Context: an optimization exercise on an open-source flow, tuned for small area and a short achievable clock period. The choices shown serve that exercise and are no tape-out recipe. The RTL was checked by simulation tests, not by an equivalence proof against the original design.

## flow/design.v (module list and top-level ports; edited modules follow where they fit)
// module kalman_filter: 1246 lines
// module seg_driver: 158 lines
// module bcd_add3: 6 lines
// module kalman_range: 70 lines
// module div100: 270 lines
// module mod100: 50 lines
// module add_fa: 4 lines
// module add_ha: 4 lines
module kalman_range (
    input               clk,
    input               rst_n,
    input       [18:0]  f_data_in,
    input       [18:0]  b_data_in,
    output      [6:0]   hex1,
    output      [6:0]   hex2,
    output      [6:0]   hex3,
    output      [6:0]   hex4,
    output      [6:0]   hex5,
    output      [6:0]   hex6,
    output      [6:0]   hex7,
    output      [6:0]   hex8,
    output      [12:0]  distance_data_f,
    output      [12:0]  distance_data_b
);
  // ...
==> flow/flow/run.sh <==
#!/bin/bash
# The standard layout (the standard.sh: ORFS with the standard synthesis),
# with the port buffers that global placement inserts made buf_1 cells instead
# of the delay buffers buffer_ports picks on its own. Every port still gets
# its own buffer. ORFS writes each step's full log under orfs/logs; make's own
# output goes to flow_make.log here.
set -euo pipefail
export BUFFER_PORTS_ARGS="-buffer_cell sky130_fd_sc_hd__buf_1"
bash standard.sh finish > flow_make.log 2>&1
==> flow/standard.sh <==
#!/bin/bash
# synth_recipe.tcl (not shown) runs the flow's synth.tcl, then flattens the netlist and writes it again
# the make line also repeats each setting of config.mk as NAME=value (left out here)
make -C /OpenROAD-flow-scripts/flow DESIGN_CONFIG=/design/flow/config.mk WORK_HOME=/design/flow/orfs CLKGATE_MAP_FILE= SYNTH_SCRIPT=/design/flow/synth_recipe.tcl "${@:-finish}"
==> flow/config.mk <==
export PLATFORM = sky130hd
export DESIGN_NAME = kalman_range
export DESIGN_NICKNAME = kalman_range
export VERILOG_FILES = /design/flow/design.v
export SDC_FILE = /design/flow/constraint.sdc
export NUM_CORES = 4
export LEC_CHECK = 0
export ABC_AREA = 1
export CAP_MARGIN = 20
export CORE_MARGIN = 2
export CORE_UTILIZATION = 40
export PLACE_DENSITY = 0.6
export SLEW_MARGIN = 20
export SYNTH_HIERARCHICAL = 1
export SYNTH_MINIMUM_KEEP_SIZE = 0
==> flow/constraint.sdc <==
create_clock -name core_clock -period 140.0 [get_ports {clk}]
set_input_delay 28.0000 -clock core_clock [delete_from_list [all_inputs] [get_ports {clk}]]
set_output_delay 28.0000 -clock core_clock [all_outputs]
set_load 0.01 [all_outputs]
==> results_dict.tcl, run 1 <==
set metrics [dict create \
    drt_iter0_drc 1577 \
    finalNetCount 3336 \
    finClkSkew_ps 11.3 \
    finalSetupViolCount 0 \
    r2r-end "f_kalman_filter.data_out[17]" \
    endpoint_kind "flop" \
    reg2reg_depth 28 \
    dp_cells 3402 \
    hold_depth 0 \
    clk_pin_slew_ps 70 \
    cp.buffers_inverters 3 \
    cts_hold_buf 0 \
    top_usage_layer "met2" \
    cp.depth 30 \
    max_freq_mhz 29.1 \
    routed_wl_um 58100 \
    nMultiInputCombCells 1976 \
    fp.dieArea_um2 57500 \
    arrival_ps 34640 \
    cts_made_buffers 9 \
    drive_gt1_share_pct 7.87 \
    cp_slowest_cell "fa_1" \
    period_minus_slack_ps 34390 \
    grt_use_met2_pct 33.6 \
    io_buffers 120 \
    endpoint "f_kalman_filter.data_out[17]" \
    n_all_inverters 464 \
    top_layer_used "met5" \
    avgSynthCellArea_um2 8.40 \
    clockRootBuffer "clkbuf_16" \
    routed-wl-met3_um 4220 \
    outcome "timing/DRC/antenna clean" \
    die_w_um 240 \
    dominant_cells "multi-input gates" \
    grt_util_met1_pct 28.9 \
]
==> module seg_driver, before the edit <==
module seg_driver(
		input	wire		clk		,
		input	wire		rst_n	,
		input	wire		alive	,	 
		input	wire [12:0]	q_in	,
		input	wire [6:0]	r_in	,
		output	wire [6:0]	hex1	,
		output	wire [6:0]	hex2	,
		output	wire [6:0]	hex3	,
		output	wire [6:0]	hex4	,
		output	wire [6:0]	hex5	,
		output	wire [6:0]	hex6	,
		output	wire [6:0]	hex7	,
		output	wire [6:0]	hex8
	);
		reg		[12:0]	q1;
		reg		[6:0]	r1;
		always @(posedge clk) begin
			q1 <= q_in;
			r1 <= r_in;
		end
		wire	[28:0]	q_s3 = {16'd0, q1} << 3;
		wire	[28:0]	q_c3;
		wire	[3:0]	qa0;
		bcd_add3 u_qa0 (.d(q_s3[16:13]), .o(qa0));
		assign q_c3 = {q_s3[28:17], qa0, q_s3[12:0]};
		wire	[28:0]	q_s4 = q_c3 << 1;
		wire	[28:0]	q_c4;
		wire	[3:0]	qa1;
		bcd_add3 u_qa1 (.d(q_s4[16:13]), .o(qa1));
		assign q_c4 = {q_s4[28:17], qa1, q_s4[12:0]};
		wire	[28:0]	q_s5 = q_c4 << 1;
		wire	[28:0]	q_c5;
		wire	[3:0]	qa2;
		bcd_add3 u_qa2 (.d(q_s5[16:13]), .o(qa2));
		assign q_c5 = {q_s5[28:17], qa2, q_s5[12:0]};
		wire	[28:0]	q_s6 = q_c5 << 1;
		wire	[28:0]	q_c6;
		wire	[3:0]	qa3;
		bcd_add3 u_qa3 (.d(q_s6[20:17]), .o(qa3));
		wire	[3:0]	qa4;
		bcd_add3 u_qa4 (.d(q_s6[16:13]), .o(qa4));
		assign q_c6 = {q_s6[28:21], qa3, qa4, q_s6[12:0]};
		wire	[28:0]	q_s7 = q_c6 << 1;
		wire	[28:0]	q_c7;
		wire	[3:0]	qa5;
		bcd_add3 u_qa5 (.d(q_s7[20:17]), .o(qa5));
		wire	[3:0]	qa6;
		bcd_add3 u_qa6 (.d(q_s7[16:13]), .o(qa6));
		assign q_c7 = {q_s7[28:21], qa5, qa6, q_s7[12:0]};
		wire	[28:0]	q_s8 = q_c7 << 1;
		wire	[28:0]	q_c8;
		wire	[3:0]	qa7;
		bcd_add3 u_qa7 (.d(q_s8[20:17]), .o(qa7));
		wire	[3:0]	qa8;
		bcd_add3 u_qa8 (.d(q_s8[16:13]), .o(qa8));
		assign q_c8 = {q_s8[28:21], qa7, qa8, q_s8[12:0]};
		wire	[28:0]	q_s9 = q_c8 << 1;
		wire	[28:0]	q_c9;
		wire	[3:0]	qa9;
		bcd_add3 u_qa9 (.d(q_s9[24:21]), .o(qa9));
		wire	[3:0]	qa10;
		bcd_add3 u_qa10 (.d(q_s9[20:17]), .o(qa10));
		wire	[3:0]	qa11;
		bcd_add3 u_qa11 (.d(q_s9[16:13]), .o(qa11));
		assign q_c9 = {q_s9[28:25], qa9, qa10, qa11, q_s9[12:0]};
		wire	[28:0]	q_s10 = q_c9 << 1;
		wire	[28:0]	q_c10;
		wire	[3:0]	qa12;
		bcd_add3 u_qa12 (.d(q_s10[24:21]), .o(qa12));
		wire	[3:0]	qa13;
		bcd_add3 u_qa13 (.d(q_s10[20:17]), .o(qa13));
		wire	[3:0]	qa14;
		bcd_add3 u_qa14 (.d(q_s10[16:13]), .o(qa14));
		assign q_c10 = {q_s10[28:25], qa12, qa13, qa14, q_s10[12:0]};
		wire	[28:0]	q_s11 = q_c10 << 1;
		wire	[28:0]	q_c11;
		wire	[3:0]	qa15;
		bcd_add3 u_qa15 (.d(q_s11[24:21]), .o(qa15));
		wire	[3:0]	qa16;
		bcd_add3 u_qa16 (.d(q_s11[20:17]), .o(qa16));
		wire	[3:0]	qa17;
		bcd_add3 u_qa17 (.d(q_s11[16:13]), .o(qa17));
		assign q_c11 = {q_s11[28:25], qa15, qa16, qa17, q_s11[12:0]};
		wire	[28:0]	q_s12 = q_c11 << 1;
		wire	[28:0]	q_c12;
		wire	[3:0]	qa18;
		bcd_add3 u_qa18 (.d(q_s12[24:21]), .o(qa18));
		wire	[3:0]	qa19;
		bcd_add3 u_qa19 (.d(q_s12[20:17]), .o(qa19));
		wire	[3:0]	qa20;
		bcd_add3 u_qa20 (.d(q_s12[16:13]), .o(qa20));
		assign q_c12 = {q_s12[28:25], qa18, qa19, qa20, q_s12[12:0]};
		wire	[28:0]	q_s13 = q_c12 << 1;
		wire	[14:0]	r_s3 = {8'd0, r1} << 3;
		wire	[3:0]	ra3;
		bcd_add3 u_ra3 (.d(r_s3[10:7]), .o(ra3));
		wire	[14:0]	r_s4 = {r_s3[13:11], ra3, r_s3[6:0], 1'b0};
		wire	[3:0]	ra4;
		bcd_add3 u_ra4 (.d(r_s4[10:7]), .o(ra4));
		wire	[14:0]	r_s5 = {r_s4[13:11], ra4, r_s4[6:0], 1'b0};
		wire	[3:0]	ra5;
		bcd_add3 u_ra5 (.d(r_s5[10:7]), .o(ra5));
		wire	[14:0]	r_s6 = {r_s5[13:11], ra5, r_s5[6:0], 1'b0};
		wire	[3:0]	ra6;
		bcd_add3 u_ra6 (.d(r_s6[10:7]), .o(ra6));
		wire	[14:0]	r_s7 = {r_s6[13:11], ra6, r_s6[6:0], 1'b0};
		reg		[3:0]	point_3, point_2, point_1, cm_unit, cm_ten;
		reg		[2:0]	cm_hund;
		always @(posedge clk or negedge rst_n) begin
			if(!rst_n)begin
				point_3	<= 4'd8;
				point_2	<= 4'd8;
				point_1	<= 4'd8;
				cm_unit	<= 4'd8;
				cm_ten	<= 4'd8;
				cm_hund	<= 3'd7;
			end
			else begin
				point_3	<= r_s7[10:7];
				point_2	<= r_s7[14:11];
				point_1	<= q_s13[16:13];
				cm_unit	<= q_s13[20:17];
				cm_ten	<= q_s13[24:21];
				cm_hund	<= q_s13[27:25];
			end
		end
		assign hex1 = hex_data(point_3);
		assign hex2 = hex_data(point_2);
		assign hex3 = hex_data(point_1);
		assign hex4 = {1'b0, {6{alive}}};
		assign hex5 = hex_data(cm_unit);
		assign hex6 = hex_data(cm_ten);
		assign hex7 = hex_hund(cm_hund);
		assign hex8 = {7{alive}};
		function  [6:0]	hex_data;
			input   [3:0]	d;
			hex_data = ~{d[3] | d[2] ^ d[1] | d[1] & ~d[0],						 
			             d[3] | ~d[1] & ~d[0] | d[2] & ~d[1] | d[2] & ~d[0],	 
			             ~d[2] & ~d[0] | d[1] & ~d[0],							 
			             d[3] | ~d[2] & ~d[0] | ~d[2] & d[1] | d[1] & ~d[0] | d[2] & ~d[1] & d[0],	 
			             d[2] | ~d[1] | d[0],									 
			             ~d[2] | ~d[1] & ~d[0] | d[1] & d[0],					 
			             d[3] | d[1] | d[2] & d[0] | ~d[2] & ~d[0]};			 
		endfunction
		function  [6:0]	hex_hund;
			input   [2:0]	d;
			case (d)
				3'd0:    hex_hund = 7'b1000000;
				3'd1:    hex_hund = 7'b1111001;
				3'd2:    hex_hund = 7'b0100100;
				3'd3:    hex_hund = 7'b0110000;
				3'd4:    hex_hund = 7'b0011001;
				3'd5:    hex_hund = 7'b0010010;
				default: hex_hund = 7'b0000000;
			endcase
		endfunction
	endmodule
==> inputs of run 2 (changes only) <==
--- a/flow/design.v
+++ b/flow/design.v
@@ -1268,7 +1268,7 @@
 		wire	[28:0]	q_s3 = {16'd0, q1} << 3;
 		wire	[28:0]	q_c3;
 		wire	[3:0]	qa0;
-		bcd_add3 u_qa0 (.d(q_s3[16:13]), .o(qa0));
+		bcd_add3s u_qa0 (.d(q_s3[15:13]), .o(qa0));
 		assign q_c3 = {q_s3[28:17], qa0, q_s3[12:0]};
 		wire	[28:0]	q_s4 = q_c3 << 1;
 		wire	[28:0]	q_c4;
@@ -1283,7 +1283,7 @@
 		wire	[28:0]	q_s6 = q_c5 << 1;
 		wire	[28:0]	q_c6;
 		wire	[3:0]	qa3;
-		bcd_add3 u_qa3 (.d(q_s6[20:17]), .o(qa3));
+		bcd_add3s u_qa3 (.d(q_s6[19:17]), .o(qa3));
 		wire	[3:0]	qa4;
 		bcd_add3 u_qa4 (.d(q_s6[16:13]), .o(qa4));
 		assign q_c6 = {q_s6[28:21], qa3, qa4, q_s6[12:0]};
@@ -1304,7 +1304,7 @@
 		wire	[28:0]	q_s9 = q_c8 << 1;
 		wire	[28:0]	q_c9;
 		wire	[3:0]	qa9;
-		bcd_add3 u_qa9 (.d(q_s9[24:21]), .o(qa9));
+		bcd_add3s u_qa9 (.d(q_s9[23:21]), .o(qa9));
 		wire	[3:0]	qa10;
 		bcd_add3 u_qa10 (.d(q_s9[20:17]), .o(qa10));
 		wire	[3:0]	qa11;
@@ -1340,7 +1340,7 @@
 		wire	[28:0]	q_s13 = q_c12 << 1;
 		wire	[14:0]	r_s3 = {8'd0, r1} << 3;
 		wire	[3:0]	ra3;
-		bcd_add3 u_ra3 (.d(r_s3[10:7]), .o(ra3));
+		bcd_add3s u_ra3 (.d(r_s3[9:7]), .o(ra3));
 		wire	[14:0]	r_s4 = {r_s3[13:11], ra3, r_s3[6:0], 1'b0};
 		wire	[3:0]	ra4;
 		bcd_add3 u_ra4 (.d(r_s4[10:7]), .o(ra4));
@@ -1408,6 +1408,12 @@
 	            d[3] & ~d[0] | ~d[2] & d[1] | d[1] & d[0],
 	            d[3] & ~d[0] | ~d[3] & ~d[2] & d[0] | d[2] & d[1] & ~d[0]};
 endmodule
+module bcd_add3s(input [2:0] d, output [3:0] o);
+	assign o = {d[2] & (d[1] | d[0]),
+	            d[2] & ~d[1] & ~d[0],
+	            ~d[2] & d[1] | d[1] & d[0],
+	            ~d[2] & d[0] | d[2] & d[1] & ~d[0]};
+endmodule
 module kalman_range (
     input               clk,
     input               rst_n,
--- a/flow/config.mk
+++ b/flow/config.mk
@@ -9,6 +9,9 @@
 export CAP_MARGIN = 20
 export CORE_MARGIN = 2
 export CORE_UTILIZATION = 40
+export CTS_BUF_LIST = sky130_fd_sc_hd__clkbuf_8
+export CTS_CLUSTER_DIAMETER = 150
+export CTS_CLUSTER_SIZE = 40
 export PLACE_DENSITY = 0.6
 export SLEW_MARGIN = 20
 export SYNTH_HIERARCHICAL = 1
==> run 2 against run 1 <==
  * Non-clock buffer count fell by 2
  * Worst setup slack got worse by 24 ps
  * Register-to-register slack got worse by 40 ps
  * Clock skew up 9.1 ps
  * Cell area is 1.2% lower
  * Flip-flop and latch count stayed put
  * Synthesized cell count is 0.98% lower
  * Critical endpoint unchanged
  * Clock-buffer cell count grew 1
  * Core utilization fell by 0.44 points
  * Global-route usage increased by 0.058 points
==> results_dict.tcl, run 2 <==
set metrics [dict create \
    gp_congestion 0.921 \
    hold_depth 0 \
    reg2reg_depth 29 \
    drt_first_pass_iters 6 \
    routed_wl_um 58200 \
    ys.warnings.count 9 \
    die_h_um 239 \
    drive_gt1_share_pct 7.79 \
    num_vias 18000 \
    finalSetupViolCount 0 \
    wl_per_cell_um 17.4 \
    die_w_um 239 \
    outcome "timing/DRC/antenna clean" \
    period_share_pct 24.6 \
    cts_resized 0 \
    endpoint_kind "flop" \
    drt_iter0_drc 1654 \
    arrival_ps 34720 \
    io_buffers 120 \
    tightest_slew_ps 958 \
    area_growth_pct 3.97 \
    crit-reg2reg-launch "f_kalman_filter.data_out[7]" \
    final_cell_mix "520 x nand2_1, 400 x inv_1, 396 x fa_1" \
    start_kind "primary input" \
    rows 86 \
    drv_slew 0 \
    r2r_slack_ps 132610 \
    grt_max_degree 65 \
    routedLengthMet1_um 25700 \
    viasPerCell 5.40 \
    finClkSkew_ps 20.4 \
    grt_pass1_wl_um 95700 \
    max_freq_mhz 29.1 \
    top_regs "b_kalman_filter.data_out x19, f_kalman_filter.data_out x19, u_seg_driver.q1 x13" \
    criticalPathCategory "primary input to flop" \
    cts_made_buffers 9 \
    cp_slowest_cell "clkinv_1" \
    drc 0 \
    hold_viol 0 \
    cp.required_ps 140310 \
    period_minus_slack_ps 34410 \
    track_usage_pct 21.0 \
    avgSynthCellArea_um2 8.45 \
    antenna_found_initial 1 \
    core_area_um2 54900 \
    r2r-end "f_kalman_filter.data_out[17]" \
    slew_headroom_pct 36.1 \
    crit_family "adder cells" \
    layout_commonest_cell "nand2_1" \
    grt_pass1_vias 18300 \
    clk_latency_ps 410 \
    initial_core_util_pct 40.3 \
    place_hpwl_um 48500 \
    routed-wl-met3_um 4320 \
    critical-path-max-stage-delay_ps 550 \
    clk_pin_slew_ps 100 \
    fp.dieArea_um2 57200 \
    cts_setup_buffers 0 \
    dp_cells 3318 \
    top_layer_used "met4" \
    crit_fanout 14 \
    clockRootBuffer "clkbuf_8" \
    cp_common_cell "fa_1" \
    setup-tns-final_ps 0 \
    tritoncts "built" \
    cp.buffers_inverters 6 \
    min_to "u_seg_driver.point_1[0]" \
    ant_nets 0 \
    min_path_type "flop to flop" \
    syn_area_um2 22100 \
    finalNetCount 3296 \
    cts_max_path_buffers 2 \
    cts.htree.levels 3 \
    netlist_instances 2620 \
    grt-ovfl-total 0 \
    layout.cells.non_filler 3335 \
    holdWs_ps 337 \
    fin_util_pct 41.9 \
    cts_hold_buf 0 \
    boundaryPins 122 \
    max-cap-violations 0 \
    min_from "u_seg_driver.q1[0]" \
    rsz0062_at_grt "no" \
    route.met2.wl_um 27000 \
    clock_sinks 84 \
]
-- run 2: cell count changes in the layout (fill, tap and decap cells not counted), moves of 9 or more --
cell       delta
clkbuf_16     -9
nand2_1      -21
conb_1       -12
clkbuf_8     +11
-- run 2: per-stage QoR --
stage	cell area (um2)	setup WS, ps
final	23000	105590
after global routing	23000	105210
after CTS	23000	105670
after detailed placement	22800	105250
after global placement	22800	105330
after floorplan	22100	105920
-- run 2: worst max path at each step --
| stage | start | end | slack (ps) | cells past startpoint |
|---|---|---|---|---|
| 3_3_place_gp | f_data_in[0] | f_kalman_filter.data_out[17] | 105330 | 32 |
| 6_report | f_data_in[0] | f_kalman_filter.data_out[17] | 105590 | 32 |
| 4_1_cts | f_data_in[0] | f_kalman_filter.data_out[17] | 105670 | 32 |
| 3_5_place_dp | f_data_in[0] | f_kalman_filter.data_out[17] | 105250 | 32 |
| 2_1_floorplan | b_data_in[0] | b_kalman_filter.data_out[17] | 105920 | 30 |
| 5_1_grt | f_data_in[0] | f_kalman_filter.data_out[17] | 105210 | 32 |
-- run 2: area by class of cell --
class	count	area, um2
Fill cell	5482	31900
Multi-Input combinational cell	1940	17600
Sequential cell	84	2010
Inverter	462	1730
Tap cell	704	881
Timing Repair Buffer	128	514
Clock buffer	11	151
Clock inverter	5	82.6
Antenna cell	1	2.50
-- run 2: layer usage --
metal	vias to the layer above	GRT usage [%]
met5	-	0
met3	89	3.48
met1	8745	28.9
met4	0	5.91
li1	8427	-
met2	733	34.1
==> inputs of run 3 (changes only) <==
--- a/flow/config.mk
+++ b/flow/config.mk
@@ -10,8 +10,6 @@
 export CORE_MARGIN = 2
 export CORE_UTILIZATION = 40
 export CTS_BUF_LIST = sky130_fd_sc_hd__clkbuf_8
-export CTS_CLUSTER_DIAMETER = 150
-export CTS_CLUSTER_SIZE = 40
 export PLACE_DENSITY = 0.6
 export SLEW_MARGIN = 20
 export SYNTH_HIERARCHICAL = 1
==> run 3 against run 2 <==
  * First-iteration DRC count unchanged
  * Area after synthesis unchanged
  * Clock skew unchanged
  * Hold slack stayed put
  * Synthesized cell count unchanged
  * Maximum frequency unchanged
  * Clock-buffer cell count unchanged
  * Critical path type unchanged
==> results_dict.tcl, run 3 <==
set metrics [dict create \
    cts_setup_buffers 0 \
    drc 0 \
    fin_ws_ps 105590 \
    syn_area_um2 22100 \
    finalSetupViolCount 0 \
    cp_slowest_cell "clkinv_1" \
    setup-tns-final_ps 0 \
    tritoncts "built" \
    routed_wl_um 58200 \
    arrival_ps 34720 \
    netlist_instances 2620 \
    cts_resized 0 \
    area_growth_pct 3.97 \
    fill_cells 5482 \
    wl_per_cell_um 17.4 \
    rows 86 \
    grt_max_degree 65 \
    die_w_um 239 \
    slew_headroom_pct 36.1 \
    top_usage_layer "met2" \
    grt_pass1_vias 18300 \
    min_from "u_seg_driver.q1[0]" \
    gr-usage-met3_pct 3.48 \
    place_hpwl_um 48500 \
    regArea_um2 2010 \
    clock_sinks 84 \
    grt_pass1_wl_um 95700 \
    place_ws_ps 105250 \
    cts.htree.levels 3 \
    period_share_pct 24.6 \
    cts_made_buffers 9 \
    r2r_slack_ps 132610 \
    endpoint_kind "flop" \
    critical-path-max-stage-delay_ps 550 \
    viasPerCell 5.40 \
    antenna_found_initial 1 \
    start_kind "primary input" \
    min_to "u_seg_driver.point_1[0]" \
    hold_depth 0 \
    grt-ovfl-total 0 \
    rsz0062_at_grt "no" \
    top_regs "b_kalman_filter.data_out x19, f_kalman_filter.data_out x19, u_seg_driver.q1 x13" \
    fp.dieArea_um2 57200 \
    drt_iter0_drc 1654 \
    tightest_slew_ps 958 \
    cts_hold_buf 0 \
    ant_nets 0 \
    layout_commonest_cell "nand2_1" \
    drv_slew 0 \
    clk_pin_slew_ps 100 \
    cp.required_ps 140310 \
    max_freq_mhz 29.1 \
    finClkSkew_ps 20.4 \
    ys.warnings.count 9 \
    initial_core_util_pct 40.3 \
    track_usage_pct 21.0 \
    clk_latency_ps 410 \
    boundaryPins 122 \
    drt_first_pass_iters 6 \
    reg2reg_depth 29 \
    final_cell_mix "520 x nand2_1, 400 x inv_1, 396 x fa_1" \
    crit_fanout 14 \
    gp_congestion 0.921 \
    max-cap-violations 0 \
    hold_viol 0 \
    avgSynthCellArea_um2 8.45 \
    grt_use_met2_pct 34.1 \
    cp_common_cell "fa_1" \
    finalNetCount 3296 \
    outcome "timing/DRC/antenna clean" \
    criticalPathCategory "primary input to flop" \
    r2r-end "f_kalman_filter.data_out[17]" \
    die_h_um 239 \
    multi_input_area_um2 17600 \
    crit-reg2reg-launch "f_kalman_filter.data_out[7]" \
    io_buffers 120 \
    cts_max_path_buffers 2 \
    clockRootBuffer "clkbuf_8" \
    num_vias 18000 \
    drive_gt1_share_pct 7.79 \
    core_area_um2 54900 \
    min_path_type "flop to flop" \
    period_minus_slack_ps 34410 \
    grt_util_met1_pct 28.9 \
]
run 3: worst max-delay path by stage:
| stage | startpoint | end | slack (ps) |
|---|---|---|---|
| finish | f_data_in[0] | f_kalman_filter.data_out[17] | 105590 |
| floorplan | b_data_in[0] | b_kalman_filter.data_out[17] | 105920 |
| detailed placement | f_data_in[0] | f_kalman_filter.data_out[17] | 105250 |
| global route | f_data_in[0] | f_kalman_filter.data_out[17] | 105210 |
| CTS | f_data_in[0] | f_kalman_filter.data_out[17] | 105670 |
| global placement | f_data_in[0] | f_kalman_filter.data_out[17] | 105330 |
run 3: area by class of cell:
class                      instances  area share, %
inverter                         462           7.54
timing repair buffer             128           2.23
antenna                            1         0.0109
multi-input combinational       1940           76.6
tap                              704           3.83
clock inverter                     5          0.359
sequential                        84           8.74
clock buffer                      11          0.658
run 3: critical path: cells and delay by family:
kind / cells / cell delay, ps
adder cells (fa/ha/maj): 9 / 3280
buffers and inverters: 6 / 1230
AND/OR/NAND/NOR: 11 / 1230
AO/OA/AOI/OAI: 5 / 820
XOR/XNOR: 1 / 150
run 3: metal layers:
metal / share of wire [%] / up-vias
met5: 0 / -
met4: 2.0 / 0
met2: 46 / 733
met3: 7.4 / 89
met1: 44 / 8745
li1: - / 8427
run 3: per-stage QoR:
stage	utilization (%)	area, um2	hold WS (ps)	cells
after floorplan	-	22100	316	2620
after global placement	41.5	22800	323	3318
after detailed placement	41.5	22800	326	3318
after CTS	41.9	23000	338	3334
after global routing	41.9	23000	345	3335
final	41.9	23000	337	3335

## re-timing with driven ports
No port has a modelled driver above. Below, the same layouts with a new extraction and two added sets of constraints. Step 1: set_driving_cell puts a clkbuf_16 on clk and a buf_2 on each other input, an assumption about the parent block. Step 2, shift: input delay + t, output delay - t, t = (earliest + latest rising clock arrival at the registers) / 2. This alone moves slack from input paths to output paths. Slacks: ideal / step 1 / step 2; pairs: ideal / step 1.
run	t (ns)	slack for setup (ns)	clock arrival spread, ns	slew at the worst register clock pin (ns)	cell pins on the clock port's net
run 1	0.407	105.610 / 105.642 / 105.235	0.012 / 0.012	0.07 / 0.07	1
run 2	0.451	105.586 / 105.613 / 105.162	0.021 / 0.020	0.10 / 0.10	1
run 3	0.451	105.586 / 105.613 / 105.162	0.021 / 0.020	0.10 / 0.10	1
After both steps setup and hold are still met in every run listed.
